Source: an optimization exercise on an open RTL-to-GDS flow (aim: small area). Production flows keep margins and buffers that such runs may drop. In this exercise RTL edits were held to simulation tests only and were not proved equivalent to the original. Power and IR drop assume default switching activity.

===== design/flow/design.v =====
module PE (
    input  [7:0]  a,
    input         one0, two0, neg0,
    input         one1, two1, neg1,
    input         sh,
    input         act,
    input  [3:1]  kin,
    input         clk,
    output [15:0] c);
reg [15:0] acc;
reg cr8;
    wire tp1 = c[0] & ~sh;
    wire tp2 = (c[1] & ~sh) | kin[1];
    wire tp3 = (c[2] & ~sh) | kin[2];
    wire tp4 = (c[3] & ~sh) | kin[3];
    wire tp5 = sh ? c[0] : c[4];
    wire tp6 = sh ? c[1] : c[5];
    wire tp7 = sh ? c[2] : c[6];
    wire tp8 = sh ? c[3] : c[7];
    wire tp9 = sh ? c[4] : c[8];
    wire tp10 = sh ? c[5] : c[9];
    wire tp11 = sh ? c[6] : c[10];
    wire tp12 = sh ? c[7] : c[11];
    wire tp13 = sh ? c[8] : c[12];
    wire tp14 = sh ? c[9] : c[13];
    wire tp15 = sh ? c[10] : c[14];
    wire tp16 = sh ? c[11] : c[15];
    wire tp17 = (one0 & a[0]) ^ neg0;
    wire tp18 = ((one0 & a[1]) | (two0 & a[0])) ^ neg0;
    wire tp19 = ((one0 & a[2]) | (two0 & a[1])) ^ neg0;
    wire tp20 = ((one0 & a[3]) | (two0 & a[2])) ^ neg0;
    wire tp21 = ((one0 & a[4]) | (two0 & a[3])) ^ neg0;
    wire tp22 = ((one0 & a[5]) | (two0 & a[4])) ^ neg0;
    wire tp23 = ((one0 & a[6]) | (two0 & a[5])) ^ neg0;
    wire tp24 = ((one0 & a[7]) | (two0 & a[6])) ^ neg0;
    wire tp25 = act & ~(((one0 | two0) & a[7]) ^ neg0);
    wire tp26 = (one1 & a[0]) ^ neg1;
    wire tp27 = ((one1 & a[1]) | (two1 & a[0])) ^ neg1;
    wire tp28 = ((one1 & a[2]) | (two1 & a[1])) ^ neg1;
    wire tp29 = ((one1 & a[3]) | (two1 & a[2])) ^ neg1;
    wire tp30 = ((one1 & a[4]) | (two1 & a[3])) ^ neg1;
    wire tp31 = ((one1 & a[5]) | (two1 & a[4])) ^ neg1;
    wire tp32 = ((one1 & a[6]) | (two1 & a[5])) ^ neg1;
    wire tp33 = ((one1 & a[7]) | (two1 & a[6])) ^ neg1;
    wire tp34 = act & ~(((one1 | two1) & a[7]) ^ neg1);
    wire ts35 = tp1 ^ neg0 ^ tp17;
    wire tc36 = (tp1 & neg0) | (tp17 & (tp1 ^ neg0));
    wire ts37 = tp2 ^ tp18 ^ tc36;
    wire tc38 = (tp2 & tp18) | (tc36 & (tp2 ^ tp18));
    wire ts39 = tp3 ^ neg1 ^ tp19;
    wire tc40 = (tp3 & neg1) | (tp19 & (tp3 ^ neg1));
    wire ts41 = tp26 ^ ts39 ^ tc38;
    wire tc42 = (tp26 & ts39) | (tc38 & (tp26 ^ ts39));
    wire ts43 = tp4 ^ tp20 ^ tp27;
    wire tc44 = (tp4 & tp20) | (tp27 & (tp4 ^ tp20));
    wire ts45 = tc40 ^ ts43 ^ tc42;
    wire tc46 = (tc40 & ts43) | (tc42 & (tc40 ^ ts43));
    wire ts47 = tp5 ^ tp21 ^ tp28;
    wire tc48 = (tp5 & tp21) | (tp28 & (tp5 ^ tp21));
    wire ts49 = tc44 ^ ts47 ^ tc46;
    wire tc50 = (tc44 & ts47) | (tc46 & (tc44 ^ ts47));
    wire ts51 = tp6 ^ tp22 ^ tp29;
    wire tc52 = (tp6 & tp22) | (tp29 & (tp6 ^ tp22));
    wire ts53 = tc48 ^ ts51 ^ tc50;
    wire tc54 = (tc48 & ts51) | (tc50 & (tc48 ^ ts51));
    wire ts55 = tp7 ^ tp23 ^ tp30;
    wire tc56 = (tp7 & tp23) | (tp30 & (tp7 ^ tp23));
    wire ts57 = tc52 ^ ts55 ^ tc54;
    wire tc58 = (tc52 & ts55) | (tc54 & (tc52 ^ ts55));
    wire ts59 = tp8 ^ tp24 ^ tp31;
    wire tc60 = (tp8 & tp24) | (tp31 & (tp8 ^ tp24));
    wire ts61 = tc56 ^ ts59 ^ tc58;
    wire tc62 = (tc56 & ts59) | (tc58 & (tc56 ^ ts59));
    wire ts63 = tp9 ^ tp25 ^ tp32;
    wire tc64 = (tp9 & tp25) | (tp32 & (tp9 ^ tp25));
    wire ts65 = tc60 ^ ts63;
    wire tc66 = tc60 & ts63;
    wire ts67 = tp10 ^ tp33 ^ tc64;
    wire tc68 = (tp10 & tp33) | (tc64 & (tp10 ^ tp33));
    wire ts69 = tc66 ^ ts67;
    wire tc70 = tc66 & ts67;
    wire ts71 = tp11 ^ tp34 ^ tc68;
    wire tc72 = (tp11 & tp34) | (tc68 & (tp11 ^ tp34));
    wire ts73 = tc70 ^ ts71;
    wire tc74 = tc70 & ts71;
    wire ts75 = tp12 ^ tc72 ^ tc74;
    wire tc76 = (tp12 & tc72) | (tc74 & (tp12 ^ tc72));
    wire ts77 = tp13 ^ tc76;
    wire tc78 = tp13 & tc76;
    wire ts79 = tp14 ^ tc78;
    wire tc80 = tp14 & tc78;
    wire ts81 = tp15 ^ tc80;
    wire tc82 = tp15 & tc80;
    wire tx83 = tp16 ^ tc82;
wire [15:0] nxt = {tx83, ts81, ts79, ts77, ts75, ts73, ts69, ts65, ts61, ts57, ts53, ts49, ts45, ts41, ts37, ts35};
always @(posedge clk) begin
    acc <= nxt;
    cr8 <= tc62;
end
wire [15:0] k;    
assign c[0] = acc[0];
assign k[0] = 1'b0;
assign c[1] = acc[1];
assign k[1] = 1'b0;
assign c[2] = acc[2];
assign k[2] = 1'b0;
assign c[3] = acc[3];
assign k[3] = 1'b0;
assign c[4] = acc[4];
assign k[4] = 1'b0;
assign c[5] = acc[5];
assign k[5] = 1'b0;
assign c[6] = acc[6];
assign k[6] = 1'b0;
assign c[7] = acc[7];
assign k[7] = 1'b0;
wire ci8 = cr8;
assign c[8] = acc[8] ^ ci8;
assign k[8] = acc[8] & ci8;
wire ci9 = k[8];
assign c[9] = acc[9] ^ ci9;
assign k[9] = acc[9] & ci9;
wire ci10 = k[9];
assign c[10] = acc[10] ^ ci10;
assign k[10] = acc[10] & ci10;
wire ci11 = k[10];
assign c[11] = acc[11] ^ ci11;
assign k[11] = acc[11] & ci11;
wire ci12 = k[11];
assign c[12] = acc[12] ^ ci12;
assign k[12] = acc[12] & ci12;
wire ci13 = k[12];
assign c[13] = acc[13] ^ ci13;
assign k[13] = acc[13] & ci13;
wire ci14 = k[13];
assign c[14] = acc[14] ^ ci14;
assign k[14] = acc[14] & ci14;
wire ci15 = k[14];
assign c[15] = acc[15] ^ ci15;
assign k[15] = acc[15] & ci15;
endmodule
module sys_mult (
    input  [31:0]  a_in,
    input  [31:0]  b_in,
    input          clk,
    input          rst,
    output [255:0] c_out);
reg [3:0] cnt;
always @(posedge clk or posedge rst) begin
    if (rst)
        cnt <= 4'd0;
    else if (cnt != 4'd11)
        cnt <= cnt + 4'd1;
end
reg hi_pass, lo_pass, sh, act, e1, e2;
always @(posedge clk or posedge rst) begin
    if (rst) begin
        hi_pass <= 1'b0;
        lo_pass <= 1'b0;
        sh      <= 1'b1;
        act     <= 1'b0;
        e1      <= 1'b0;
        e2      <= 1'b0;
    end else begin
        hi_pass <= (cnt >= 4'd2) && (cnt <= 4'd5);
        lo_pass <= (cnt >= 4'd6) && (cnt <= 4'd9);
        sh      <= (cnt <= 4'd2) || (cnt == 4'd6);
        act     <= (cnt >= 4'd2) && (cnt <= 4'd9);
        e1      <= (cnt == 4'd0);
        e2      <= (cnt == 4'd1);
    end
end
wire [3:1] kn = {e1 | e2, e2, e1};
wire ld0     = (cnt <= 4'd3);
wire ld1     = (cnt <= 4'd4);
wire ld2     = (cnt <= 4'd5);
reg [7:0] ra0_1, ra0_2, ra0_3, ra0_4;
reg [7:0] ra1_1, ra1_2, ra1_3, ra1_4;
reg [7:0] ra2_1, ra2_2, ra2_3, ra2_4;
reg [7:0] ra3_1, ra3_2, ra3_3, ra3_4;
always @(posedge clk) begin
    ra0_1 <= ld0 ? a_in[7:0]   : ra0_4; ra0_2 <= ra0_1; ra0_3 <= ra0_2; ra0_4 <= ra0_3;
    ra1_1 <= ld1 ? a_in[15:8]  : ra1_4; ra1_2 <= ra1_1; ra1_3 <= ra1_2; ra1_4 <= ra1_3;
    ra2_1 <= ld2 ? a_in[23:16] : ra2_4; ra2_2 <= ra2_1; ra2_3 <= ra2_2; ra2_4 <= ra2_3;
    ra3_1 <= a_in[31:24];               ra3_2 <= ra3_1; ra3_3 <= ra3_2; ra3_4 <= ra3_3;
end
wire [7:0] ar0 = ra0_3;
wire [7:0] ar1 = ra1_2;
wire [7:0] ar2 = ra2_1;
wire [7:0] ar3 = lo_pass ? ra3_4 : a_in[31:24];
reg [3:0] rl0_1, rl0_2, rl0_3, rl0_4;
reg [3:0] rl1_1, rl1_2, rl1_3, rl1_4;
reg [3:0] rl2_1, rl2_2, rl2_3, rl2_4;
reg [3:0] rl3_1, rl3_2, rl3_3, rl3_4;
reg [3:0] rh0_1, rh0_2, rh0_3;
reg [3:0] rh1_1, rh1_2;
reg [3:0] rh2_1;
always @(posedge clk) begin
    rl0_1 <= ld0 ? b_in[3:0]   : rl0_4; rl0_2 <= rl0_1; rl0_3 <= rl0_2; rl0_4 <= rl0_3;
    rl1_1 <= ld1 ? b_in[11:8]  : rl1_4; rl1_2 <= rl1_1; rl1_3 <= rl1_2; rl1_4 <= rl1_3;
    rl2_1 <= ld2 ? b_in[19:16] : rl2_4; rl2_2 <= rl2_1; rl2_3 <= rl2_2; rl2_4 <= rl2_3;
    rl3_1 <= b_in[27:24];               rl3_2 <= rl3_1; rl3_3 <= rl3_2; rl3_4 <= rl3_3;
    rh0_1 <= b_in[7:4];   rh0_2 <= rh0_1; rh0_3 <= rh0_2;
    rh1_1 <= b_in[15:12]; rh1_2 <= rh1_1;
    rh2_1 <= b_in[23:20];
end
wire [3:0] lo0 = rl0_3, lo1 = rl1_2, lo2 = rl2_1;
wire [3:0] hi0 = rh0_3, hi1 = rh1_2, hi2 = rh2_1, hi3 = b_in[31:28];
wire [4:0] w0 = ({5{hi_pass}} & {hi0, lo0[3]}) | ({5{lo_pass}} & {lo0, 1'b0});
wire [4:0] w1 = ({5{hi_pass}} & {hi1, lo1[3]}) | ({5{lo_pass}} & {lo1, 1'b0});
wire [4:0] w2 = ({5{hi_pass}} & {hi2, lo2[3]}) | ({5{lo_pass}} & {lo2, 1'b0});
wire [4:0] w3 = ({5{hi_pass}} & {hi3, b_in[27]}) | ({5{lo_pass}} & {rl3_4, 1'b0});
    wire one0_0 = (w0[1]) ^ (w0[0]); 
    wire two0_0 = (w0[2]) ? (~(w0[1]) & ~(w0[0])) : ((w0[1]) & (w0[0])); 
    wire neg0_0 = (w0[2]) & ~((w0[1]) & (w0[0]));
    wire one0_1 = (w0[3]) ^ (w0[2]); 
    wire two0_1 = (w0[4]) ? (~(w0[3]) & ~(w0[2])) : ((w0[3]) & (w0[2])); 
    wire neg0_1 = (w0[4]) & ~((w0[3]) & (w0[2]));
    wire one1_0 = (w1[1]) ^ (w1[0]); 
    wire two1_0 = (w1[2]) ? (~(w1[1]) & ~(w1[0])) : ((w1[1]) & (w1[0])); 
    wire neg1_0 = (w1[2]) & ~((w1[1]) & (w1[0]));
    wire one1_1 = (w1[3]) ^ (w1[2]); 
    wire two1_1 = (w1[4]) ? (~(w1[3]) & ~(w1[2])) : ((w1[3]) & (w1[2])); 
    wire neg1_1 = (w1[4]) & ~((w1[3]) & (w1[2]));
    wire one2_0 = (w2[1]) ^ (w2[0]); 
    wire two2_0 = (w2[2]) ? (~(w2[1]) & ~(w2[0])) : ((w2[1]) & (w2[0])); 
    wire neg2_0 = (w2[2]) & ~((w2[1]) & (w2[0]));
    wire one2_1 = (w2[3]) ^ (w2[2]); 
    wire two2_1 = (w2[4]) ? (~(w2[3]) & ~(w2[2])) : ((w2[3]) & (w2[2])); 
    wire neg2_1 = (w2[4]) & ~((w2[3]) & (w2[2]));
    wire one3_0 = (w3[1]) ^ (w3[0]); 
    wire two3_0 = (w3[2]) ? (~(w3[1]) & ~(w3[0])) : ((w3[1]) & (w3[0])); 
    wire neg3_0 = (w3[2]) & ~((w3[1]) & (w3[0]));
    wire one3_1 = (w3[3]) ^ (w3[2]); 
    wire two3_1 = (w3[4]) ? (~(w3[3]) & ~(w3[2])) : ((w3[3]) & (w3[2])); 
    wire neg3_1 = (w3[4]) & ~((w3[3]) & (w3[2]));
PE PE_C11 (.a(ar0), .one0(one0_0), .two0(two0_0), .neg0(neg0_0), .one1(one0_1), .two1(two0_1), .neg1(neg0_1), .sh(sh), .act(act), .kin(kn), .clk(clk), .c(c_out[16*0 +: 16]));
PE PE_C12 (.a(ar0), .one0(one1_0), .two0(two1_0), .neg0(neg1_0), .one1(one1_1), .two1(two1_1), .neg1(neg1_1), .sh(sh), .act(act), .kin(kn), .clk(clk), .c(c_out[16*1 +: 16]));
PE PE_C13 (.a(ar0), .one0(one2_0), .two0(two2_0), .neg0(neg2_0), .one1(one2_1), .two1(two2_1), .neg1(neg2_1), .sh(sh), .act(act), .kin(kn), .clk(clk), .c(c_out[16*2 +: 16]));
PE PE_C14 (.a(ar0), .one0(one3_0), .two0(two3_0), .neg0(neg3_0), .one1(one3_1), .two1(two3_1), .neg1(neg3_1), .sh(sh), .act(act), .kin(kn), .clk(clk), .c(c_out[16*3 +: 16]));
PE PE_C21 (.a(ar1), .one0(one0_0), .two0(two0_0), .neg0(neg0_0), .one1(one0_1), .two1(two0_1), .neg1(neg0_1), .sh(sh), .act(act), .kin(kn), .clk(clk), .c(c_out[16*4 +: 16]));
PE PE_C22 (.a(ar1), .one0(one1_0), .two0(two1_0), .neg0(neg1_0), .one1(one1_1), .two1(two1_1), .neg1(neg1_1), .sh(sh), .act(act), .kin(kn), .clk(clk), .c(c_out[16*5 +: 16]));
PE PE_C23 (.a(ar1), .one0(one2_0), .two0(two2_0), .neg0(neg2_0), .one1(one2_1), .two1(two2_1), .neg1(neg2_1), .sh(sh), .act(act), .kin(kn), .clk(clk), .c(c_out[16*6 +: 16]));
PE PE_C24 (.a(ar1), .one0(one3_0), .two0(two3_0), .neg0(neg3_0), .one1(one3_1), .two1(two3_1), .neg1(neg3_1), .sh(sh), .act(act), .kin(kn), .clk(clk), .c(c_out[16*7 +: 16]));
PE PE_C31 (.a(ar2), .one0(one0_0), .two0(two0_0), .neg0(neg0_0), .one1(one0_1), .two1(two0_1), .neg1(neg0_1), .sh(sh), .act(act), .kin(kn), .clk(clk), .c(c_out[16*8 +: 16]));
PE PE_C32 (.a(ar2), .one0(one1_0), .two0(two1_0), .neg0(neg1_0), .one1(one1_1), .two1(two1_1), .neg1(neg1_1), .sh(sh), .act(act), .kin(kn), .clk(clk), .c(c_out[16*9 +: 16]));
PE PE_C33 (.a(ar2), .one0(one2_0), .two0(two2_0), .neg0(neg2_0), .one1(one2_1), .two1(two2_1), .neg1(neg2_1), .sh(sh), .act(act), .kin(kn), .clk(clk), .c(c_out[16*10 +: 16]));
PE PE_C34 (.a(ar2), .one0(one3_0), .two0(two3_0), .neg0(neg3_0), .one1(one3_1), .two1(two3_1), .neg1(neg3_1), .sh(sh), .act(act), .kin(kn), .clk(clk), .c(c_out[16*11 +: 16]));
PE PE_C41 (.a(ar3), .one0(one0_0), .two0(two0_0), .neg0(neg0_0), .one1(one0_1), .two1(two0_1), .neg1(neg0_1), .sh(sh), .act(act), .kin(kn), .clk(clk), .c(c_out[16*12 +: 16]));
PE PE_C42 (.a(ar3), .one0(one1_0), .two0(two1_0), .neg0(neg1_0), .one1(one1_1), .two1(two1_1), .neg1(neg1_1), .sh(sh), .act(act), .kin(kn), .clk(clk), .c(c_out[16*13 +: 16]));
PE PE_C43 (.a(ar3), .one0(one2_0), .two0(two2_0), .neg0(neg2_0), .one1(one2_1), .two1(two2_1), .neg1(neg2_1), .sh(sh), .act(act), .kin(kn), .clk(clk), .c(c_out[16*14 +: 16]));
PE PE_C44 (.a(ar3), .one0(one3_0), .two0(two3_0), .neg0(neg3_0), .one1(one3_1), .two1(two3_1), .neg1(neg3_1), .sh(sh), .act(act), .kin(kn), .clk(clk), .c(c_out[16*15 +: 16]));
endmodule

===== design/flow/flow/run.sh =====
#!/bin/bash
# Layout flow: the standard flow (standard.sh) with these changes:
#  - after the standard synthesis, flow/fapol.py re-chooses the polarity of
#    full adders and of gates that have a complementary library cell, to
#    remove inverters (same logic, registers untouched), and the flow goes
#    on from that netlist;
#  - ports are buffered with buf_1 instead of the default buffer cell;
#  - CTS builds the tree from clkbuf_4/clkbuf_8 with larger sink clusters
#    and adds no dummy loads.
# Each tool's output goes to a log file of its own here.
set -euo pipefail
R=orfs/results/sky130hd/sys_mult/base
LIB=$FLOW_HOME/platforms/sky130hd/lib/sky130_fd_sc_hd__tt_025C_1v80.lib
bash standard.sh synth > synth.log 2>&1
cp $R/1_2_yosys.v $R/1_2_yosys_std.v
python3 flow/fapol.py $LIB $R/1_2_yosys_std.v $R/1_2_yosys.v > fapol.log 2>&1
rm -f $R/1_synth.odb $R/1_synth.sdc
bash standard.sh finish \
  BUFFER_PORTS_ARGS="-buffer_cell sky130_fd_sc_hd__buf_1" \
  CTS_ARGS="-sink_clustering_enable -sink_clustering_size 16 -sink_clustering_max_diameter 50 -repair_clock_nets -dont_use_dummy_load -buf_list {sky130_fd_sc_hd__clkbuf_4 sky130_fd_sc_hd__clkbuf_8}" \
  > finish.log 2>&1

===== design/flow/flow/fapol.py =====
#!/usr/bin/env python3
"""Re-choose signal polarities in a mapped netlist to remove inverters.

A full adder is self-dual: FA(~a, ~b, ~c) = (~sum, ~cout), so a full adder
may read the complements of its inputs and then drives the complements of
its outputs. A gate with a complementary cell in the library (xor2/xnor2,
a22o/a22oi, nand2/and2, mux2/mux2i, ...) may be swapped for it and then
drives the complement of its output. Yosys' extract_fa leaves many inverters
between full adders; this pass picks, for every full adder and swappable
gate, the polarity that needs the least area (inverters plus the area change
of swapped gates), and rebuilds the inverters. Registers, ports and the
logic function are unchanged.

usage: fapol.py LIBERTY IN.v OUT.v
"""
import re, sys, random, itertools

lib_text = open(sys.argv[1]).read()
src = open(sys.argv[2]).read()
PFX = "sky130_fd_sc_hd__"

# ---- library: areas, pins, output functions -------------------------------
cells_lib = {}
for m in re.finditer(r'\n\s*cell\s*\(\s*"?(\w+)"?\s*\)\s*\{', lib_text):
    name = m.group(1)
    start = m.end()
    depth, i = 1, start
    while depth:
        ch = lib_text[i]
        depth += ch == "{"
        depth -= ch == "}"
        i += 1
    body = lib_text[start:i]
    a = re.search(r"\barea\s*:\s*([\d.]+)", body)
    pins = {}
    for pm in re.finditer(r'\n\s*pin\s*\(\s*"?(\w+)"?\s*\)\s*\{', body):
        pname = pm.group(1)
        j, d = pm.end(), 1
        while d:
            d += body[j] == "{"
            d -= body[j] == "}"
            j += 1
        pb = body[pm.end():j]
        dirm = re.search(r"direction\s*:\s*\"?(\w+)", pb)
        fm = re.search(r'function\s*:\s*"([^"]*)"', pb)
        pins[pname] = (dirm.group(1) if dirm else None, fm.group(1) if fm else None)
    cells_lib[name] = (float(a.group(1)) if a else 0.0, pins)

def truth(func, ins):
    f = func.replace("!", " not ").replace("&", " and ").replace("|", " or ").replace("^", " != ")
    f = re.sub(r"\)\s*\(", ") and (", f)
    res = []
    for vals in itertools.product([False, True], repeat=len(ins)):
        env = dict(zip(ins, vals))
        res.append(bool(eval(f, {}, env)))
    return res

def sig(name):
    area, pins = cells_lib[name]
    ins = sorted(p for p, (d, f) in pins.items() if d == "input")
    outs = [(p, f) for p, (d, f) in pins.items() if d == "output" and f]
    if len(outs) != 1 or any(p.startswith(("VPWR", "VGND", "VPB", "VNB")) for p in ins):
        return None
    try:
        return ins, outs[0][0], truth(outs[0][1], ins)
    except Exception:
        return None

COMP = {}   # cell -> (complement cell, its output pin)
for name in cells_lib:
    if not name.startswith(PFX) or "fa_" in name or "ha_" in name:
        continue
    base = name[len(PFX):]
    m = re.match(r"(\w+?)_(\d+)$", base)
    if not m:
        continue
    f, s = m.groups()
    if f.startswith(("buf", "inv", "clk", "dly", "lpflow", "probe")):
        continue
    cands = [f[:-1]] if f.endswith("i") else [f + "i"]
    for x, y in (("and", "nand"), ("or", "nor"), ("xor", "xnor")):
        if f.startswith(x):
            cands.append(y + f[len(x):])
        if f.startswith(y):
            cands.append(x + f[len(y):])
    sa = sig(name)
    if not sa:
        continue
    for c in cands:
        other = f"{PFX}{c}_{s}"
        if other in cells_lib:
            sb = sig(other)
            if sb and sb[0] == sa[0] and all(x != y for x, y in zip(sa[2], sb[2])):
                COMP[name] = (other, sb[1], sa[1])
AREA = {n: v[0] for n, v in cells_lib.items()}
INV_AREA = AREA[PFX + "inv_1"]

# ---- netlist ----------------------------------------------------------------
OUTPINS = {"X", "Y", "Q", "Q_N", "SUM", "COUT", "HI", "LO", "GCLK"}
INV = re.compile(PFX + r"(inv|clkinv)_\d+$")
FA = re.compile(PFX + r"fa_\d+$")

m = re.search(r"^module\s+(\w+)\s*\((.*?)\);", src, re.S | re.M)
body_start = m.end()
body = src[body_start:src.rindex("endmodule")]
decl_re = re.compile(r"^\s*(input|output|inout|wire)\s+(\[\d+:\d+\]\s+)?([^;]+);", re.M)
cell_re = re.compile(r"^\s*(" + PFX + r"\w+)\s+(\\\S+\s|\S+)\s*\((.*?)\);", re.S | re.M)
pin_re = re.compile(r"\.(\w+)\(\s*(\\\S+\s|[^()\s]+)\s*\)")
if re.search(r"^\s*assign\b", body, re.M):
    sys.exit("fapol: netlist has assign statements; not handled")

ports = set()
decls = []
for d in decl_re.finditer(body):
    kind, rng, names = d.group(1), d.group(2), d.group(3)
    decls.append(d.group(0).strip())
    if kind in ("input", "output", "inout"):
        for nm in [x.strip() for x in names.split(",")]:
            if rng:
                hi, lo = map(int, re.findall(r"\d+", rng))
                ports.update(f"{nm}[{i}]" for i in range(min(hi, lo), max(hi, lo) + 1))
            ports.add(nm)

cells = []
for c in cell_re.finditer(body):
    pd = {p: n.strip() for p, n in pin_re.findall(c.group(3))}
    cells.append([c.group(1), c.group(2).strip(), pd])

driver, loads = {}, {}
for idx, (typ, name, pd) in enumerate(cells):
    for p, n in pd.items():
        if p in OUTPINS:
            driver[n] = (idx, p)
        else:
            loads.setdefault(n, []).append((idx, p))
is_inv = [bool(INV.match(t)) for t, _, _ in cells]
is_fa = [bool(FA.match(t)) for t, _, _ in cells]
is_gate = [t in COMP and len([p for p in pd if p in OUTPINS]) == 1 for t, _, pd in cells]

root = {}
def find(n):
    if n in root:
        return root[n]
    d = driver.get(n)
    if d and is_inv[d[0]]:
        r, par = find(cells[d[0]][2]["A"])
        res = (r, par ^ 1)
    else:
        res = (n, 0)
    root[n] = res
    return res

members = {}
for n in set(driver) | set(loads):
    r, par = find(n)
    members.setdefault(r, []).append((n, par))

frozen = set()
cls_sinks = {}
for r, mem in members.items():
    s = []
    for n, par in mem:
        if n in ports:
            frozen.add(r)
        for (ci, p) in loads.get(n, []):
            if not is_inv[ci]:
                s.append((ci, p, par))
    cls_sinks[r] = s
    if r not in driver:
        frozen.add(r)

# flippable drivers: full adders (inputs flip too) and swappable gates
var_in, var_out, var_cost = {}, {}, {}
for i, (typ, name, pd) in enumerate(cells):
    if is_fa[i]:
        ins = [find(pd[p])[0] for p in ("A", "B", "CIN")]
        outs = [find(pd[p])[0] for p in ("SUM", "COUT") if p in pd]
        if not any(r in frozen for r in ins + outs):
            var_in[i], var_out[i], var_cost[i] = ins, outs, 0.0
    elif is_gate[i]:
        outs = [find(n)[0] for p, n in pd.items() if p in OUTPINS]
        if not any(r in frozen for r in outs):
            var_in[i], var_out[i] = [], outs
            var_cost[i] = AREA[COMP[typ][0]] - AREA[typ]

x = {}
def cost(r):
    if r in frozen:
        return 0.0
    d = driver[r][0]
    P = x.get(d, 0)
    for ci, p, par in cls_sinks[r]:
        if (par ^ (x.get(ci, 0) if is_fa[ci] else 0)) != P:
            return INV_AREA
    return 0.0

def local(i):
    return sum(cost(r) for r in set(var_in[i] + var_out[i])) + (var_cost[i] if x.get(i, 0) else 0.0)

def total():
    return sum(cost(r) for r in members) + sum(var_cost[i] for i in x if x[i])

before = total()
order = list(var_in)
best, best_x = before, dict(x)
random.seed(1)
for rnd in range(8):
    T = 2.0 if rnd else 0.0
    for sweep in range(60):
        changed = False
        random.shuffle(order)
        for i in order:
            c0 = local(i)
            x[i] = x.get(i, 0) ^ 1
            c1 = local(i)
            if c1 < c0 - 1e-9 or (T > 0 and random.random() < 2.718 ** (-(c1 - c0) / T) and c1 != c0):
                changed = changed or c1 < c0
            else:
                x[i] ^= 1
        T *= 0.8
        if T < 0.05:
            T = 0.0
        if not changed and T == 0.0:
            break
    t = total()
    if t < best - 1e-9:
        best, best_x = t, dict(x)
    x = dict(best_x)
x = best_x

# ---- rebuild ----------------------------------------------------------------
drop = set()
for r in members:
    if r in frozen:
        continue
    for n, par in members[r]:
        d = driver.get(n)
        if d and is_inv[d[0]]:
            drop.add(d[0])
new_cells, new_wires = [], []
k = 0
for r in members:
    if r in frozen:
        continue
    P = x.get(driver[r][0], 0)
    need, keep = [], []
    for ci, p, par in cls_sinks[r]:
        (need if (par ^ (x.get(ci, 0) if is_fa[ci] else 0)) != P else keep).append((ci, p))
    for ci, p in keep:
        cells[ci][2][p] = r
    if need:
        k += 1
        nn = f"_fapol{k}_"
        new_wires.append(nn)
        new_cells.append([PFX + "inv_1", f"_fapolinv{k}_", {"A": r, "Y": nn}])
        for ci, p in need:
            cells[ci][2][p] = nn
nswap = 0
for i in x:
    if x[i] and is_gate[i]:
        typ = cells[i][0]
        other, opin, ipin = COMP[typ]
        pd = cells[i][2]
        net = pd.pop(ipin)
        pd[opin] = net
        cells[i][0] = other
        nswap += 1

def fmt(n):
    return n + " " if n.startswith("\\") else n
out = [src[:body_start]]
out += ["  " + d for d in decls]
out += [f"  wire {w};" for w in new_wires]
for i, (typ, name, pd) in enumerate(cells + new_cells):
    if i < len(cells) and i in drop:
        continue
    pins = ",\n".join(f"    .{p}({fmt(n)})" for p, n in pd.items())
    out.append(f"  {typ} {fmt(name)}(\n{pins}\n  );")
out.append("endmodule\n")
open(sys.argv[3], "w").write("\n".join(out))
n_inv = sum(is_inv)
print(f"fapol: {sum(is_fa)} full adders, {len(var_in)} flippable drivers, "
      f"{sum(1 for i in x if x[i] and is_fa[i])} adders flipped, {nswap} gates swapped; "
      f"inverters {n_inv} -> {n_inv - len(drop) + k}; area change {best - before - len(drop) * INV_AREA + sum(cost(r) for r in members if r not in frozen) * 0:.1f}")

===== design/flow/standard.sh =====
#!/bin/bash
# synth_recipe.tcl (not shown) runs the flow's synth.tcl, then flattens the netlist and writes it again
# the make line also repeats each setting of config.mk as NAME=value (left out here)
make -C /OpenROAD-flow-scripts/flow DESIGN_CONFIG=/design/flow/config.mk WORK_HOME=/design/flow/orfs CLKGATE_MAP_FILE= SYNTH_SCRIPT=/design/flow/synth_recipe.tcl "${@:-finish}"

===== design/flow/config.mk =====
export PLATFORM = sky130hd
export DESIGN_NAME = sys_mult
export DESIGN_NICKNAME = sys_mult
export VERILOG_FILES = /design/flow/design.v
export SDC_FILE = /design/flow/constraint.sdc
export NUM_CORES = 4
export LEC_CHECK = 0
export CAP_MARGIN = 0
export CORE_MARGIN = 2
export CORE_UTILIZATION = 65
export SLEW_MARGIN = 0

===== design/flow/constraint.sdc =====
create_clock -name core_clock -period 6.5 [get_ports {clk}]
set_input_delay 1.3000 -clock core_clock [delete_from_list [all_inputs] [get_ports {clk}]]
set_output_delay 1.3000 -clock core_clock [all_outputs]
set_load 0.01 [all_outputs]

==> impl_metrics.json, run 1 <==
{
  "setup_viol": 0,
  "drive_gt1_frac": 0.127,
  "hold_path_depth": 0,
  "setup_tns_ns": 0,
  "min_to": "rl1_2[2]",
  "drt_iter0_drc": 1641,
  "rrSetupSlack_ns": 0.66,
  "hp-start": "rl1_1[2]",
  "min_period_ns": 5.84,
  "r2r_end": "PE_C11.acc[7]",
  "synthCells": 2716,
  "vias": 21300,
  "max_cap_violations": 0,
  "ir_worst_vdd_mv": 0.308,
  "grt_setup_unrepaired": "no",
  "grt_max_degree": 99,
  "wl_mm": 81.3,
  "hp-class": "flip-flop to flip-flop",
  "period_share": 0.899,
  "setup_ws_ns": 0.655,
  "gp_congestion": 0.916,
  "grt_usage": 0.331,
  "core-area_um2": 46600,
  "ios": 322,
  "max_freq_ghz": 0.171,
  "status": "no timing/DRC/antenna violations",
  "r2r-start": "hi_pass",
  "worstPathRequired_ns": 7.14,
  "arrival_ns": 6.48,
  "p_per_area_nw_per_um2": 302,
  "skew_ns": 0.114,
  "die_area_um2": 48900,
  "worstMarginPinSlew_ns": 1.05,
  "fin_nets": 3394,
  "relSlewSlack": 0.299,
  "syn2layout_area_growth_pct": 4.53,
  "cts_root_buf": "clkbuf_8",
  "firstDrtPassIters": 9,
  "antenna_found_initial": 2,
  "fillers": 3583,
  "p_leak_uw": 0.0137,
  "die_w_um": 221,
  "cts_setup_buffers": 0,
  "clockBufferDepth": 3,
  "path_clk_slew_ns": 0.09,
  "die_h_um": 221,
  "first_global_vias": 21500,
  "route.detailed.drc": 0,
  "synth_area_um2": 30700,
  "grt_overflow": 0,
  "port_buffers": 321,
  "startpoint_type": "flip-flop",
  "vias_per_cell": 6.22,
  "slew_violations": 0,
  "postRouteAntennaNets": 0,
  "reg2reg_depth": 14,
  "worstSkewPairLatency_ns": 0.70,
  "finalHoldViolCount": 0,
  "cts_tree": "yes",
  "routedWlPerCell_um": 23.7,
  "crit_type": "flip-flop to flip-flop",
  "cts_resized": 0,
  "hpwlAfterDp_mm": 60.0,
  "critPathCaptureType": "flip-flop",
  "syn_area_per_cell_um2": 11.3,
  "preCtsSetupSlack_ns": 0.156,
  "ys_warn_count": 2,
  "holdBufCountCts": 0,
  "cts_buffers": 51,
  "start_util": 0.658,
  "grt_pass1_wl_mm": 126,
  "antenna_cells": 0,
  "rows": 79,
  "htreeDepth": 2,
  "clock-sinks": 498,
  "syn_nets": 3283,
  "worstPathMaxFanout": 26
}
metal layers:
layer,routed length (um),GRT usage,vias up
met5,11,0,-
met4,2840,0.119,2
met3,6720,0.0705,172
met2,37400,0.522,921
met1,34400,0.452,10700
li1,-,-,9564
how the worst max path moves through the flow:
stage,cells after the start,startpoint,slack [ns],to
2_1_floorplan,15,b_in[29],0.04,PE_C14.acc[7]
3_3_place_gp,12,b_in[28],0.19,PE_C14.acc[7]
3_5_place_dp,12,b_in[28],0.16,PE_C14.acc[7]
4_1_cts,14,hi_pass,0.68,PE_C12.acc[7]
5_1_grt,14,hi_pass,0.33,PE_C12.acc[7]
6_report,14,hi_pass,0.66,PE_C11.acc[7]
worst max-delay path: stages (launching register included):
cell      delay, ns
dfrtp_1        0.50
buf_4          0.27
nand2_1        0.10
buf_4          0.28
inv_1          0.13
nor2_1         0.81
o211ai_1       0.20
o211ai_1       0.21
fa_1           0.48
fa_1           0.44
fa_1           0.46
fa_1           0.47
fa_1           0.46
fa_1           0.46
fa_1           0.54
cell usage in the layout, fill, tap and decap left out, types with 38 or more instances in the layout:
master,n
a21o_1,53
a21oi_1,83
a22oi_1,126
buf_1,321
buf_4,86
clkbuf_8,51
dfxtp_1,488
fa_1,272
ha_1,229
inv_1,51
mux2_1,61
mux2_2,172
nand2_1,205
o211ai_1,120
o21ai_0,38
xnor2_1,172
stage by stage:
stage                     power [uW]   util  hold WS, ns  cells  instance area (um^2)
after CTS                       9800  0.688        0.268   3432                 32000
after floorplan                 7260      -        0.310   2716                 30700
after global placement          7900  0.673        0.310   3381                 31300
after global routing           10400  0.688        0.271   3432                 32000
final                           9690  0.688        0.277   3432                 32000
after detailed placement        8110  0.673        0.312   3381                 31300
layout make-up:
class / instances / area (um^2) / area share
clock buffer: 51 / 702 / 0.0219
multi-input combinational: 1814 / 18500 / 0.576
inverter: 52 / 195 / 0.00609
sequential: 498 / 10000 / 0.313
timing repair buffer: 410 / 1910 / 0.0596
tap: 607 / 759 / 0.0237
where the power goes:
part	leakage [uW]	switching, uW	internal, uW
clock network	0.000367	1010	694
logic	0.00905	1940	1480
registers	0.00423	618	3950
total	0.0137	3570	6120
==> run 2, diff against run 1 <==
--- a/design/flow/flow/run.sh
+++ b/design/flow/flow/run.sh
@@ -18,4 +18,4 @@
 bash standard.sh finish \
   BUFFER_PORTS_ARGS="-buffer_cell sky130_fd_sc_hd__buf_1" \
-  CTS_ARGS="-sink_clustering_enable -sink_clustering_size 16 -sink_clustering_max_diameter 50 -repair_clock_nets -dont_use_dummy_load -buf_list {sky130_fd_sc_hd__clkbuf_4 sky130_fd_sc_hd__clkbuf_8}" \
+  CTS_ARGS="-sink_clustering_enable -sink_clustering_size 20 -sink_clustering_max_diameter 60 -repair_clock_nets -dont_use_dummy_load -buf_list {sky130_fd_sc_hd__clkbuf_4 sky130_fd_sc_hd__clkbuf_8}" \
   > finish.log 2>&1
--- a/design/flow/config.mk
+++ b/design/flow/config.mk
@@ -6,6 +6,6 @@
 export NUM_CORES = 4
 export LEC_CHECK = 0
-export CAP_MARGIN = 0
+export CAP_MARGIN = 20
 export CORE_MARGIN = 2
-export CORE_UTILIZATION = 65
-export SLEW_MARGIN = 0
+export CORE_UTILIZATION = 55
+export SLEW_MARGIN = 20
==> run 2 against run 1 <==
Effect of this change: clock power shrank 6%; global-route usage down 3.9 points; worst setup slack lost 0.18 ns; final area rose by 0.43%; cell count increased by 4.2%; via count is 1.2% lower; sequential cell count did not move; critical endpoint is now PE_C13.acc[7].
==> impl_metrics.json, run 2 <==
{
  "antenna_found_initial": 2,
  "max_freq_ghz": 0.166,
  "route.detailed.drc": 0,
  "status": "no timing/DRC/antenna violations",
  "grt_usage": 0.292,
  "first_global_vias": 21500,
  "startpoint_type": "flip-flop",
  "holdBufCountCts": 0,
  "htreeDepth": 2,
  "clock-sinks": 498,
  "ios": 322,
  "vias": 21100,
  "p_total_uw": 9600,
  "start_util": 0.556,
  "setup_tns_ns": 0,
  "postRouteAntennaNets": 0,
  "crit_type": "flip-flop to flip-flop",
  "setup_viol": 0,
  "grt_overflow": 0,
  "die_area_um2": 57600,
  "grtUsageMet3": 0.0549,
  "worstPathMaxFanout": 25,
  "syn_nets": 3283,
  "core-area_um2": 55100,
  "ir_worst_vdd_mv": 0.256,
  "firstDrtPassIters": 6,
  "routedWlPerCell_um": 23.4,
  "finalHoldViolCount": 0,
  "relSlewSlack": 0.231,
  "worstSkewPairLatency_ns": 0.67,
  "cts_setup_buffers": 0,
  "grt-busiest-layer": "met2",
  "period_share": 0.927,
  "wl_mm": 83.8,
  "hpwlAfterDp_mm": 62.5,
  "drive_gt1_frac": 0.128,
  "grt_pass1_wl_mm": 127,
  "worst_path_most_repeated_cell": "fa_1",
  "worstMarginPinSlew_ns": 1.15,
  "final_util": 0.584,
  "synthCells": 2716,
  "port_buffers": 321,
  "syn2layout_area_growth_pct": 4.98,
  "grt_setup_unrepaired": "no",
  "synth_area_um2": 30700,
  "skew_ns": 0.0823,
  "worstPathRequired_ns": 6.98,
  "final_cell_mix": "dfxtp_1, buf_1, fa_1, ha_1, nand2_1",
  "clockBufferDepth": 3,
  "cts_resized": 0,
  "grt_max_degree": 97,
  "max_cap_violations": 0,
  "syn_area_per_cell_um2": 11.3,
  "cpPeakStageDelay_ns": 0.82,
  "cts_buffers": 45,
  "cts_root_buf": "clkbuf_8",
  "path_clk_slew_ns": 0.11,
  "grt_use_met2": 0.471,
  "cts_tree": "yes",
  "drt_iter0_drc": 1413,
  "grt_util_met1": 0.395,
  "gp_congestion": 0.920,
  "die_h_um": 240,
  "slew_violations": 0,
  "rows": 86,
  "fillers": 4790,
  "ys_warn_count": 2,
  "arrival_ns": 6.50,
  "fin_nets": 3394,
  "min_period_ns": 6.02,
  "vias_per_cell": 5.90,
  "crit_chain": "nand2_1, buf_4, inv_1, nor2_1, o211ai_1, o211ai_1, fa_1, fa_1, fa_1, fa_1, fa_1, fa_1, fa_1",
  "final_common_cell": "dfxtp_1",
  "critPathCaptureType": "flip-flop",
  "cp_slowest_cell": "nor2_1",
  "p_per_area_nw_per_um2": 298,
  "hp-class": "flip-flop to flip-flop",
  "p_leak_uw": 0.0136,
  "die_w_um": 240
}
==> run 2: area by class of cell <==
cell class                 instances  area (um^2)  area share
multi-input combinational       1814        18500       0.573
sequential                       498        10000       0.312
timing repair buffer             416         1940      0.0604
tap                              748          936      0.0291
clock buffer                      45          619      0.0192
inverter                          52          195     0.00607
antenna                            2         5.00    0.000156
==> run 2: power breakdown <==
| group | leakage, uW | total, uW | internal (uW) | switching [uW] |
|---|---|---|---|---|
| Sequential | 0.00423 | 4590 | 3950 | 634 |
| Clock | 0.000324 | 1600 | 617 | 988 |
| Combinational | 0.00908 | 3410 | 1480 | 1930 |
| Total | 0.0136 | 9600 | 6050 | 3560 |
==> run 2: stage by stage <==
stage	setup slack [ns]	instances	hold slack (ns)	area, um^2
6_report	0.476	3575	0.263	32200
5_1_grt	0.267	3574	0.262	32200
4_1_cts	0.511	3573	0.262	32200
3_5_place_dp	0.128	3528	0.312	31600
3_3_place_gp	0.192	3528	0.310	31600
2_1_floorplan	0.0357	2716	0.310	30700
==> run 2: final timing paths <==
check | from | end | slack (ns) | cells past startpoint
worst min register to register | ra0_1[4] | ra0_2[4] | 0.26 | 0
worst max-delay path | hi_pass | PE_C13.acc[7] | 0.48 | 13
min in group asynchronous | rst | cnt[2] | 0.58 | 2
worst min-delay path | ra0_1[4] | ra0_2[4] | 0.26 | 0
worst max register to register | hi_pass | PE_C13.acc[7] | 0.48 | 13
max in group asynchronous | rst | sh | 5.61 | 2
==> run 2: worst max-delay path: cells and delay by family, from the launching register on <==
kind                     cells  cell delay (ns)
buffers and inverters        2             0.47
AND/OR/NAND/NOR              2             1.14
flip-flops                   1             0.61
adder cells (fa/ha/maj)      7             3.22
AO/OA/AOI/OAI                2             0.37
==> run 2: metal layers <==
layer  part of all wire  wire length [um]
met5            0.00013                11
met3              0.071              5980
met4              0.035              2950
met2               0.46             38900
met1               0.43             36000
==> run 3, diff against run 2 <==
--- a/design/flow/design.v
+++ b/design/flow/design.v
@@ -9,5 +9,5 @@
     output [15:0] c);
 reg [15:0] acc;
-reg cr8;
+reg cr9;
     wire tp1 = c[0] & ~sh;
     wire tp2 = (c[1] & ~sh) | kin[1];
@@ -74,27 +74,23 @@
     wire ts63 = tp9 ^ tp25 ^ tp32;
     wire tc64 = (tp9 & tp25) | (tp32 & (tp9 ^ tp25));
-    wire ts65 = tc60 ^ ts63;
-    wire tc66 = tc60 & ts63;
+    wire ts65 = tc60 ^ ts63 ^ tc62;
+    wire tc66 = (tc60 & ts63) | (tc62 & (tc60 ^ ts63));
     wire ts67 = tp10 ^ tp33 ^ tc64;
     wire tc68 = (tp10 & tp33) | (tc64 & (tp10 ^ tp33));
-    wire ts69 = tc66 ^ ts67;
-    wire tc70 = tc66 & ts67;
-    wire ts71 = tp11 ^ tp34 ^ tc68;
-    wire tc72 = (tp11 & tp34) | (tc68 & (tp11 ^ tp34));
-    wire ts73 = tc70 ^ ts71;
-    wire tc74 = tc70 & ts71;
-    wire ts75 = tp12 ^ tc72 ^ tc74;
-    wire tc76 = (tp12 & tc72) | (tc74 & (tp12 ^ tc72));
-    wire ts77 = tp13 ^ tc76;
-    wire tc78 = tp13 & tc76;
-    wire ts79 = tp14 ^ tc78;
-    wire tc80 = tp14 & tc78;
-    wire ts81 = tp15 ^ tc80;
-    wire tc82 = tp15 & tc80;
-    wire tx83 = tp16 ^ tc82;
-wire [15:0] nxt = {tx83, ts81, ts79, ts77, ts75, ts73, ts69, ts65, ts61, ts57, ts53, ts49, ts45, ts41, ts37, ts35};
+    wire ts69 = tp11 ^ tp34 ^ tc68;
+    wire tc70 = (tp11 & tp34) | (tc68 & (tp11 ^ tp34));
+    wire ts71 = tp12 ^ tc70;
+    wire tc72 = tp12 & tc70;
+    wire ts73 = tp13 ^ tc72;
+    wire tc74 = tp13 & tc72;
+    wire ts75 = tp14 ^ tc74;
+    wire tc76 = tp14 & tc74;
+    wire ts77 = tp15 ^ tc76;
+    wire tc78 = tp15 & tc76;
+    wire tx79 = tp16 ^ tc78;
+wire [15:0] nxt = {tx79, ts77, ts75, ts73, ts71, ts69, ts67, ts65, ts61, ts57, ts53, ts49, ts45, ts41, ts37, ts35};
 always @(posedge clk) begin
     acc <= nxt;
-    cr8 <= tc62;
+    cr9 <= tc66;
 end
 wire [15:0] k;    
@@ -115,8 +111,7 @@
 assign c[7] = acc[7];
 assign k[7] = 1'b0;
-wire ci8 = cr8;
-assign c[8] = acc[8] ^ ci8;
-assign k[8] = acc[8] & ci8;
-wire ci9 = k[8];
+assign c[8] = acc[8];
+assign k[8] = 1'b0;
+wire ci9 = cr9;
 assign c[9] = acc[9] ^ ci9;
 assign k[9] = acc[9] & ci9;
--- a/design/flow/flow/run.sh
+++ b/design/flow/flow/run.sh
@@ -18,4 +18,4 @@
 bash standard.sh finish \
   BUFFER_PORTS_ARGS="-buffer_cell sky130_fd_sc_hd__buf_1" \
-  CTS_ARGS="-sink_clustering_enable -sink_clustering_size 20 -sink_clustering_max_diameter 60 -repair_clock_nets -dont_use_dummy_load -buf_list {sky130_fd_sc_hd__clkbuf_4 sky130_fd_sc_hd__clkbuf_8}" \
+  CTS_ARGS="-sink_clustering_enable -sink_clustering_size 16 -sink_clustering_max_diameter 50 -repair_clock_nets -dont_use_dummy_load -buf_list {sky130_fd_sc_hd__clkbuf_4 sky130_fd_sc_hd__clkbuf_8}" \
   > finish.log 2>&1
--- a/design/flow/config.mk
+++ b/design/flow/config.mk
@@ -6,6 +6,6 @@
 export NUM_CORES = 4
 export LEC_CHECK = 0
-export CAP_MARGIN = 20
+export CAP_MARGIN = 0
 export CORE_MARGIN = 2
-export CORE_UTILIZATION = 55
-export SLEW_MARGIN = 20
+export CORE_UTILIZATION = 65
+export SLEW_MARGIN = 0
==> run 3 against run 2 <==
Effect of this change: still clean; die area fell by 16%; fmax shrank 1.6%; sequential cell count is the same; global-route usage grew 4.6 points; clock-buffer cell count rose by 8; power is 1.0% higher; sequential share of layout area increased by 0.45 points; first-iteration DRC count increased by 45%; routed wire length fell by 3.9%; combinational power down 2%.
==> impl_metrics.json, run 3 <==
{
  "status": "no timing/DRC/antenna violations",
  "critPathCaptureType": "flip-flop",
  "setup_tns_ns": 0,
  "worstSetupStartpoint": "hi_pass",
  "ys_warn_count": 2,
  "path_clk_slew_ns": 0.09,
  "grt_pass1_wl_mm": 123,
  "post_dp_cell_area_um2": 31000,
  "skew_ns": 0.0682,
  "gp_congestion": 0.940,
  "final_cell_mix": "dfxtp_1, buf_1, fa_1, mux2_2, ha_1",
  "hpwlAfterDp_mm": 59.8,
  "synth_area_um2": 30200,
  "worstPathMaxFanout": 24,
  "relSlewSlack": 0.181,
  "syn_nets": 3171,
  "clock-sinks": 498,
  "route.detailed.drc": 0,
  "r2r-start": "hi_pass",
  "final_common_cell": "dfxtp_1",
  "postRouteAntennaNets": 0,
  "startpoint_type": "flip-flop",
  "antenna_found_initial": 1,
  "syn_area_per_cell_um2": 11.4,
  "die_h_um": 220,
  "max_freq_ghz": 0.163,
  "first_global_vias": 21100,
  "r2r_end": "PE_C13.acc[8]",
  "grt_setup_unrepaired": "no",
  "grt_usage": 0.338,
  "p_per_area_nw_per_um2": 306,
  "hp-class": "flip-flop to flip-flop",
  "drive_gt1_frac": 0.148,
  "p_leak_uw": 0.0135,
  "cts_buffers": 53,
  "setup_viol": 0,
  "core-area_um2": 45600,
  "port_buffers": 321,
  "cts_resized": 0,
  "endpoint": "PE_C13.acc[8]",
  "arrival_ns": 6.67,
  "ios": 322,
  "vias": 21000,
  "period_share": 0.942,
  "crit_type": "flip-flop to flip-flop",
  "reg2reg_depth": 14,
  "slew_violations": 0,
  "start_util": 0.663,
  "final_area_um2": 31700,
  "rows": 78,
  "worstPathRequired_ns": 7.05,
  "die_w_um": 220,
  "cts_setup_buffers": 0,
  "routedWlPerCell_um": 23.9,
  "worstSkewPairLatency_ns": 0.70,
  "ir_worst_vdd_mv": 0.287,
  "grt_max_degree": 67,
  "max_cap_violations": 0,
  "synthCells": 2652,
  "fillers": 3461,
  "syn2layout_area_growth_pct": 4.99,
  "cts_tree": "yes",
  "vias_per_cell": 6.22,
  "grt_overflow": 0,
  "finalHoldViolCount": 0,
  "wl_mm": 80.6,
  "min_period_ns": 6.12,
  "cts_root_buf": "clkbuf_8",
  "worstMarginPinSlew_ns": 1.23,
  "drt_iter0_drc": 2052,
  "firstDrtPassIters": 8,
  "rrSetupSlack_ns": 0.38,
  "antenna_cells": 0,
  "clockBufferDepth": 3,
  "die_area_um2": 48200,
  "holdBufCountCts": 0,
  "htreeDepth": 2,
  "fin_nets": 3291
}
## run 3: worst min path at each step
stage | start | endpoint | cells past startpoint
floorplan | ra0_1[0] | ra0_2[0] | 0
global placement | ra3_2[5] | ra3_3[5] | 0
detailed placement | rl1_3[3] | rl1_4[3] | 0
CTS | ra3_3[3] | ra3_4[3] | 0
global route | ra3_3[3] | ra3_4[3] | 0
finish | ra3_3[4] | ra3_4[4] | 0
## run 3: area by class of cell
class                   count  area, um^2  share of cell area
flip-flops and latches    498       10000               0.316
multi-input cells        1737       17900               0.565
well taps                 600         751              0.0237
repair buffers            439        2130              0.0671
clock buffers              53         729              0.0230
inverters                  43         161             0.00509
## run 3: critical path: stages, from the launching register on
cell	delay [ns]
dfrtp_1	0.68
a22o_4	0.35
inv_1	0.11
ha_1	0.32
buf_4	0.22
nand2_1	0.12
mux2_1	0.39
fa_1	0.46
fa_1	0.47
fa_1	0.48
fa_1	0.46
fa_1	0.47
fa_1	0.48
fa_1	0.47
fa_1	0.48
## run 3: stage by stage
stage | power [uW] | hold slack [ns] | worst slack, ns | utilization | std cells
2_1_floorplan | 7270 | 0.310 | 0.0824 | - | 2652
3_3_place_gp | 7840 | 0.309 | 0.209 | 0.680 | 3317
3_5_place_dp | 8060 | 0.312 | 0.129 | 0.680 | 3317
4_1_cts | 9800 | 0.271 | 0.394 | 0.696 | 3370
5_1_grt | 10400 | 0.268 | 0.154 | 0.696 | 3370
6_report | 9700 | 0.271 | 0.379 | 0.696 | 3370
## run 3: where the power goes
| part | leakage, uW | switching [uW] | total [uW] | internal [uW] |
|---|---|---|---|---|
| clock network | 0.000381 | 1040 | 1760 | 719 |
| registers | 0.00423 | 648 | 4600 | 3950 |
| logic | 0.00893 | 1900 | 3340 | 1440 |
## run 3: routing by layer
metal | up-vias | track usage | wire [um]
li1 | 9364 | - | -
met1 | 10300 | 0.476 | 34300
met2 | 1042 | 0.517 | 35700
met3 | 217 | 0.0617 | 7290
met4 | 2 | 0.136 | 3280
met5 | - | 0 | 13
==> run 4, diff against run 3 <==
--- a/design/flow/flow/run.sh
+++ b/design/flow/flow/run.sh
@@ -6,5 +6,5 @@
 #    on from that netlist;
 #  - ports are buffered with buf_1 instead of the default buffer cell;
-#  - CTS builds the tree from clkbuf_4/clkbuf_8 with larger sink clusters
+#  - CTS builds the tree from clkbuf_4/clkbuf_8 with sink clusters of up to 16
 #    and adds no dummy loads.
 # Each tool's output goes to a log file of its own here.
==> run 4 against run 3 <==
Effect of this change: power rose by 0.41%; first-iteration DRC count is 7.8% higher; utilization is 0.13 points lower; sequential power rose by 0.9%; via count down 0.55%; clock-buffer cell count up 1; sequential share of layout area is 0.059 points higher; largest cell class unchanged; final area fell by 0.19%; non-clock buffer count decreased by 10; area after synthesis stayed put; register-to-register slack worse by 0.04 ns; largest power group unchanged; critical path depth decreased by 1.
==> impl_metrics.json, run 4 <==
{
  "vias": 20900,
  "p_leak_uw": 0.0135,
  "skew_ns": 0.0657,
  "port_buffers": 321,
  "firstDrtPassIters": 6,
  "first_global_vias": 20900,
  "routedWlPerCell_um": 24.2,
  "wl_mm": 81.3,
  "worstPathMaxFanout": 16,
  "syn_area_per_cell_um2": 11.4,
  "path_clk_slew_ns": 0.10,
  "postRouteAntennaNets": 0,
  "cts_root_buf": "clkbuf_8",
  "final_util": 0.695,
  "rows": 78,
  "synthCells": 2652,
  "wl_met2_mm": 36.4,
  "cts_tree": "yes",
  "slew_violations": 0,
  "max_cap_violations": 0,
  "clock-sinks": 498,
  "worstSkewPairLatency_ns": 0.69,
  "worstMarginPinSlew_ns": 1.20,
  "worstPathRequired_ns": 7.04,
  "vias_per_cell": 6.20,
  "holdBufCountCts": 0,
  "grt_overflow": 0,
  "drt_iter0_drc": 2213,
  "met1_length_mm": 34.6,
  "start_util": 0.663,
  "htreeDepth": 2,
  "grt_max_degree": 100,
  "route.detailed.drc": 0,
  "startpoint_type": "flip-flop",
  "fillers": 3506,
  "die_w_um": 220,
  "critPathCaptureType": "flip-flop",
  "reg2reg_depth": 13,
  "core-area_um2": 45600,
  "min_period_ns": 6.16,
  "ff_latch_area_um2": 10000,
  "relSlewSlack": 0.200,
  "drive_gt1_frac": 0.145,
  "syn_nets": 3171,
  "final_cell_mix": "dfxtp_1, buf_1, fa_1, mux2_2, ha_1",
  "ys_warn_count": 2,
  "fin_nets": 3282,
  "antenna_found_initial": 0,
  "ios": 322,
  "cts_buffers": 54,
  "p_per_area_nw_per_um2": 308,
  "die_area_um2": 48200,
  "clockBufferDepth": 3,
  "multi_input_area_um2": 17900,
  "hpwlAfterDp_mm": 60.1,
  "cts_resized": 0,
  "hp-class": "flip-flop to flip-flop",
  "crit_type": "flip-flop to flip-flop",
  "hold_path_depth": 0,
  "grt_usage": 0.340,
  "arrival_ns": 6.70,
  "grt_pass1_wl_mm": 124,
  "period_share": 0.947,
  "syn2layout_area_growth_pct": 4.79,
  "timing.hold.ws_ns": 0.326,
  "preCtsSetupSlack_ns": -0.0454,
  "p_total_uw": 9740,
  "final_common_cell": "dfxtp_1",
  "synth_area_um2": 30200,
  "setup_viol": 0,
  "cts_setup_buffers": 0,
  "gp_congestion": 0.921,
  "die_h_um": 220,
  "setup_ws_ns": 0.343,
  "grt_setup_unrepaired": "no",
  "ir_worst_vdd_mv": 0.299,
  "wl_met3_mm": 7.46,
  "max_freq_ghz": 0.162,
  "routed.top_layer": "met4",
  "status": "no timing/DRC/antenna violations",
  "finalHoldViolCount": 0
}
run 4: cell count changes in the layout (fill, tap and decap cells not counted):
cell,before,now
buf_4,115,105
clkbuf_8,53,54
diode_2,0,1
run 4: per-layer routing:
metal  up-vias  GRT usage
li1       9359          -
met1     10300      0.482
met2      1018      0.524
met3       161     0.0703
met4         0      0.115
met5         -          0
run 4: power by group:
group,leakage (uW),total (uW),internal (uW),switching [uW]
clock,0.000388,1780,733,1040
combinational,0.00888,3330,1440,1890
sequential,0.00423,4640,3950,681
total,0.0135,9740,6130,3610
run 4: critical path, stage by stage (launching register included):
cell and delay [ns]:
dfrtp_1 0.73, nand2_2 0.30, buf_4 0.28, nor3_2 0.49, buf_4 0.31, a221o_1 0.20, fa_1 0.42, fa_1 0.44
fa_1 0.47, fa_1 0.47, fa_1 0.48, fa_1 0.47, fa_1 0.47, fa_1 0.48
run 4: final timing paths:
kind	start	end	slack, ns
setup / recovery	hi_pass	PE_C13.acc[8]	0.34
hold / removal	ra0_1[3]	ra0_2[3]	0.33
setup reg to reg	hi_pass	PE_C13.acc[8]	0.34
hold reg to reg	ra0_1[3]	ra0_2[3]	0.33
max in group asynchronous	rst	sh	5.60
min in group asynchronous	rst	act	0.58
run 4: stage by stage:
step / cell area (um^2) / setup TNS (ns) / cells
after floorplan: 30200 / 0 / 2652
after global placement: 30900 / 0 / 3307
after detailed placement: 30900 / -0.0454 / 3307
after CTS: 31700 / 0 / 3361
after global routing: 31700 / 0 / 3361
final: 31700 / 0 / 3362
run 4: final cells by class:
class	count	share of cell area
diodes	1	0.0000791
inverters	43	0.00510
flip-flops and latches	498	0.317
multi-input cells	1737	0.566
well taps	600	0.0237
repair buffers	429	0.0649
clock buffers	54	0.0235
==> run 5, diff against run 4 <==
--- a/design/flow/config.mk
+++ b/design/flow/config.mk
@@ -8,4 +8,4 @@
 export CAP_MARGIN = 0
 export CORE_MARGIN = 2
-export CORE_UTILIZATION = 65
+export CORE_UTILIZATION = 75
 export SLEW_MARGIN = 0
==> run 5 against run 4 <==
Effect of this change: cell count shrank 2.5%; register-to-register slack worse by 0.06 ns; clock power fell by 7%; non-clock buffer count decreased by 1; critical path type unchanged; highest routed layer is now met5.
==> impl_metrics.json, run 5 <==
{
  "max_cap_violations": 0,
  "post_dp_cell_area_um2": 30800,
  "skew_ns": 0.0576,
  "drive_gt1_frac": 0.143,
  "cts_root_buf": "clkbuf_8",
  "clockBufferDepth": 3,
  "hold_path_depth": 0,
  "fin_nets": 3274,
  "startpoint_type": "flip-flop",
  "first_global_vias": 21500,
  "grt_usage": 0.385,
  "critPathCaptureType": "flip-flop",
  "p_total_uw": 9650,
  "grt_max_degree": 48,
  "grt_setup_unrepaired": "no",
  "reg2reg_depth": 15,
  "ir_worst_vdd_mv": 0.326,
  "synth_area_um2": 30200,
  "vias": 21400,
  "max_freq_ghz": 0.161,
  "final_area_um2": 31500,
  "relSlewSlack": 0.185,
  "setup_tns_ns": 0,
  "ios": 322,
  "fillers": 2560,
  "postRouteAntennaNets": 0,
  "hpwlAfterDp_mm": 59.9,
  "period_share": 0.956,
  "gp_congestion": 0.922,
  "port_buffers": 321,
  "setup_viol": 0,
  "p_leak_uw": 0.0134,
  "clock-sinks": 498,
  "min_period_ns": 6.21,
  "firstDrtPassIters": 7,
  "start_util": 0.760,
  "worstPathRequired_ns": 7.02,
  "final_common_cell": "dfxtp_1",
  "htreeDepth": 2,
  "multi_input_area_um2": 17900,
  "status": "no timing/DRC/antenna violations",
  "cts_tree": "yes",
  "worstMarginPinSlew_ns": 1.22,
  "ff_latch_area_um2": 10000,
  "route.detailed.drc": 0,
  "syn2layout_area_growth_pct": 4.13,
  "die_w_um": 205,
  "slew_violations": 0,
  "synthCells": 2652,
  "crit_type": "flip-flop to flip-flop",
  "p_per_area_nw_per_um2": 307,
  "antenna_cells": 0,
  "ys_warn_count": 2,
  "cts_buffers": 47,
  "finalHoldViolCount": 0,
  "drt_iter0_drc": 2494,
  "wl_mm": 80.4,
  "antenna_found_initial": 2,
  "worstSkewPairLatency_ns": 0.66,
  "path_clk_slew_ns": 0.10,
  "syn_area_per_cell_um2": 11.4,
  "syn_nets": 3171,
  "rows": 73,
  "grt_pass1_wl_mm": 123,
  "die_h_um": 205,
  "timing.hold.ws_ns": 0.297,
  "hp-class": "flip-flop to flip-flop",
  "vias_per_cell": 6.52,
  "grt_overflow": 0,
  "die_area_um2": 41900,
  "routedWlPerCell_um": 24.5,
  "worstPathMaxFanout": 24,
  "final_cell_mix": "dfxtp_1, buf_1, fa_1, mux2_2, ha_1",
  "core-area_um2": 39700,
  "arrival_ns": 6.74
}
[run 5: worst paths after layout]
check / start / to / slack, ns
worst max-delay path: hi_pass / PE_C43.acc[8] / 0.29
worst min-delay path: ra2_2[4] / ra2_3[4] / 0.30
worst max register to register: hi_pass / PE_C43.acc[8] / 0.29
worst min register to register: ra2_2[4] / ra2_3[4] / 0.30
max in group asynchronous: rst / sh / 5.54
min in group asynchronous: rst / cnt[1] / 0.62
[run 5: critical path: stages, from the launching register on]
cell,delay (ns)
dfrtp_1,0.73
a22o_4,0.37
inv_1,0.11
ha_1,0.31
buf_4,0.22
buf_4,0.27
nand2_1,0.12
mux2_1,0.35
fa_1,0.38
fa_1,0.42
fa_1,0.46
fa_1,0.46
fa_1,0.46
fa_1,0.46
fa_1,0.46
fa_1,0.47
[run 5: per-layer routing]
| layer | vias up | track usage | share of wire |
|---|---|---|---|
| li1 | 9344 | - | - |
| met3 | 250 | 0.0983 | 0.11 |
| met5 | - | 0 | 0.00031 |
| met4 | 4 | 0.157 | 0.044 |
| met1 | 10600 | 0.517 | 0.39 |
| met2 | 1214 | 0.599 | 0.46 |
[run 5: cell type report]
cell class,instances,area share
clock buffer,47,0.0206
inverter,43,0.00513
multi-input combinational,1737,0.570
sequential,498,0.319
tap,525,0.0209
timing repair buffer,428,0.0646
[run 5: timing repair]
action / CTS / global route
setup buffers: 0 / 0
hold buffers: 0 / 0
endpoints found under the setup margin: 0 / 1
resized for setup: 0 / 1
[run 5: per-stage QoR]
stage	cells	setup slack [ns]	utilization
2_1_floorplan	2652	0.0824	-
3_3_place_gp	3231	-0.168	0.775
3_5_place_dp	3231	-0.319	0.775
4_1_cts	3278	0.307	0.791
5_1_grt	3278	0.0269	0.792
6_report	3278	0.286	0.792
[run 5: report_power, final]
group	leakage (uW)	internal (uW)	switching, uW	total [uW]
Combinational	0.00887	1450	1910	3360
Sequential	0.00423	3950	690	4640
Clock	0.000338	643	1010	1650
Total	0.0134	6040	3610	9650
==> run 6, diff against run 5 <==
--- a/design/flow/flow/run.sh
+++ b/design/flow/flow/run.sh
@@ -6,4 +6,7 @@
 #    on from that netlist;
 #  - ports are buffered with buf_1 instead of the default buffer cell;
+#  - the resizer may not use buffers larger than buf_2 (added to the
+#    platform's don't-use list through the environment, which the platform
+#    config appends to);
 #  - CTS builds the tree from clkbuf_4/clkbuf_8 with sink clusters of up to 16
 #    and adds no dummy loads.
@@ -16,4 +19,5 @@
 python3 flow/fapol.py $LIB $R/1_2_yosys_std.v $R/1_2_yosys.v > fapol.log 2>&1
 rm -f $R/1_synth.odb $R/1_synth.sdc
+DONT_USE_CELLS="sky130_fd_sc_hd__buf_4 sky130_fd_sc_hd__buf_6 sky130_fd_sc_hd__buf_8 sky130_fd_sc_hd__buf_12 sky130_fd_sc_hd__buf_16" \
 bash standard.sh finish \
   BUFFER_PORTS_ARGS="-buffer_cell sky130_fd_sc_hd__buf_1" \
--- a/design/flow/config.mk
+++ b/design/flow/config.mk
@@ -8,4 +8,4 @@
 export CAP_MARGIN = 0
 export CORE_MARGIN = 2
-export CORE_UTILIZATION = 75
+export CORE_UTILIZATION = 65
 export SLEW_MARGIN = 0
==> run 6 against run 5 <==
Effect of this change: register-to-register slack improved by 0.28 ns; sequential power decreased by 0.9%; critical endpoint is now PE_C11.acc[8]; clock power increased by 4%; clock skew increased by 0.030 ns; first-iteration DRC count decreased by 18%; clock-buffer cell count increased by 4; final area increased by 0.80%; worst hold slack got worse by 0.0061 ns; die area increased by 15%; non-clock buffer count increased by 13.
==> impl_metrics.json, run 6 <==
{
  "hold_path_depth": 0,
  "cts_tree": "yes",
  "vias_per_cell": 6.21,
  "final_common_cell": "dfxtp_1",
  "final_cell_mix": "dfxtp_1, buf_1, fa_1, mux2_2, ha_1",
  "drive_gt1_frac": 0.148,
  "fin_nets": 3291,
  "period_share": 0.913,
  "slew_violations": 0,
  "critPathCaptureType": "flip-flop",
  "ios": 322,
  "grt_usage": 0.338,
  "multi_input_area_um2": 17900,
  "die_h_um": 220,
  "syn2layout_area_growth_pct": 4.97,
  "timing.hold.ws_ns": 0.291,
  "max_freq_ghz": 0.169,
  "ys_warn_count": 2,
  "grt_max_degree": 92,
  "relSlewSlack": 0.360,
  "gp_congestion": 0.934,
  "syn_nets": 3171,
  "cts_buffers": 51,
  "startpoint_type": "flip-flop",
  "syn_area_per_cell_um2": 11.4,
  "vias": 20900,
  "pwr-share-clk": 0.178,
  "fillers": 3473,
  "min_to": "ra3_3[6]",
  "core-area_um2": 45600,
  "worstSkewPairLatency_ns": 0.68,
  "rows": 78,
  "cts_resized": 0,
  "clockBufferDepth": 3,
  "cts_setup_buffers": 0,
  "firstDrtPassIters": 6,
  "htreeDepth": 2,
  "routedWlPerCell_um": 24.0,
  "path_clk_slew_ns": 0.09,
  "drt_iter0_drc": 2038,
  "die_w_um": 220,
  "p_seq_frac": 0.476,
  "p_per_area_nw_per_um2": 305,
  "p_sw_uw": 3570,
  "r2r-start": "hi_pass",
  "port_buffers": 321,
  "min_period_ns": 5.93,
  "setup_viol": 0,
  "hp-start": "ra3_2[6]",
  "switching_share": 0.370,
  "worstPathMaxFanout": 15,
  "hp-class": "flip-flop to flip-flop",
  "synthCells": 2652,
  "reg2reg_depth": 13,
  "postRouteAntennaNets": 0,
  "holdBufCountCts": 0,
  "start_util": 0.663,
  "post_dp_cell_area_um2": 31000,
  "status": "no timing/DRC/antenna violations",
  "route.detailed.drc": 0,
  "rrSetupSlack_ns": 0.57,
  "crit_type": "flip-flop to flip-flop",
  "die_area_um2": 48200,
  "first_global_vias": 21000,
  "max_cap_violations": 0,
  "worstMarginPinSlew_ns": 0.958,
  "finalHoldViolCount": 0,
  "synth_area_um2": 30200,
  "final_area_um2": 31700,
  "arrival_ns": 6.55,
  "skew_ns": 0.0875,
  "setup_tns_ns": 0,
  "worstPathRequired_ns": 7.11,
  "antenna_found_initial": 3,
  "p_comb_frac": 0.346,
  "grt_overflow": 0,
  "ff_latch_area_um2": 10000,
  "p_leak_uw": 0.0135,
  "wl_mm": 80.8,
  "hpwlAfterDp_mm": 60.4,
  "grt_setup_unrepaired": "no",
  "grt_pass1_wl_mm": 123,
  "r2r_end": "PE_C11.acc[8]",
  "clock-sinks": 498,
  "cts_root_buf": "clkbuf_8",
  "p_int_uw": 6080,
  "ir_worst_vdd_mv": 0.309
}
-- run 6: layout make-up --
class                      count  share of cell area
clock buffer                  51              0.0221
inverter                      43             0.00509
tap                          600              0.0237
timing repair buffer         441              0.0676
multi-input combinational   1737               0.565
antenna                        1           0.0000789
sequential                   498               0.316
-- run 6: metrics by stage --
step	utilization	worst slack [ns]	std cells	power [uW]
6_report	0.696	0.565	3371	9660
5_1_grt	0.696	0.264	3371	10300
4_1_cts	0.696	0.586	3370	9750
3_5_place_dp	0.680	0.179	3319	8060
3_3_place_gp	0.680	0.236	3319	7850
2_1_floorplan	-	0.0824	2652	7270
-- run 6: worst max path at each step --
stage	from	end	slack [ns]	cells past startpoint
floorplan	b_in[29]	PE_C14.acc[8]	0.08	15
global placement	b_in[28]	PE_C14.acc[8]	0.24	14
detailed placement	b_in[30]	PE_C14.acc[8]	0.18	15
CTS	hi_pass	PE_C11.acc[8]	0.59	13
global route	hi_pass	PE_C11.acc[8]	0.26	13
finish	hi_pass	PE_C11.acc[8]	0.57	13
-- run 6: critical path, stage by stage, from the launching register on --
cell and delay (ns):
dfrtp_1 0.52, a22o_2 0.31, inv_1 0.13, ha_1 0.61, nand2_1 0.17, mux2_1 0.39
fa_1 0.45, fa_1 0.46, fa_1 0.47, fa_1 0.46, fa_1 0.46, fa_1 0.46
fa_1 0.46, fa_1 0.53
-- run 6: metal layers --
| metal | wire length (um) | up-vias | share of wire | GRT usage |
|---|---|---|---|---|
| met3 | 6480 | 174 | 0.080 | 0.0469 |
| met4 | 2830 | 2 | 0.035 | 0.128 |
| li1 | - | 9371 | - | - |
| met5 | 11 | - | 0.00014 | 0 |
| met2 | 37000 | 952 | 0.46 | 0.534 |
| met1 | 34500 | 10400 | 0.43 | 0.476 |
-- run 6: power by group through the flow --
stage	Sequential, uW	Clock (uW)	Combinational (uW)
3_5_place_dp	4670	0	3390
4_1_cts	4600	1750	3390
6_report	4600	1720	3340
3_3_place_gp	4620	0	3240
2_1_floorplan	4340	0	2930
5_1_grt	4680	1850	3800

Check on run 6: ideal ports give 0.565 ns setup slack; a clkbuf_16 on the clock port and buf_2 on the inputs give 0.565 ns; moving port delays by the midpoint clock arrival (0.696 ns) as well gives 0.091 ns.
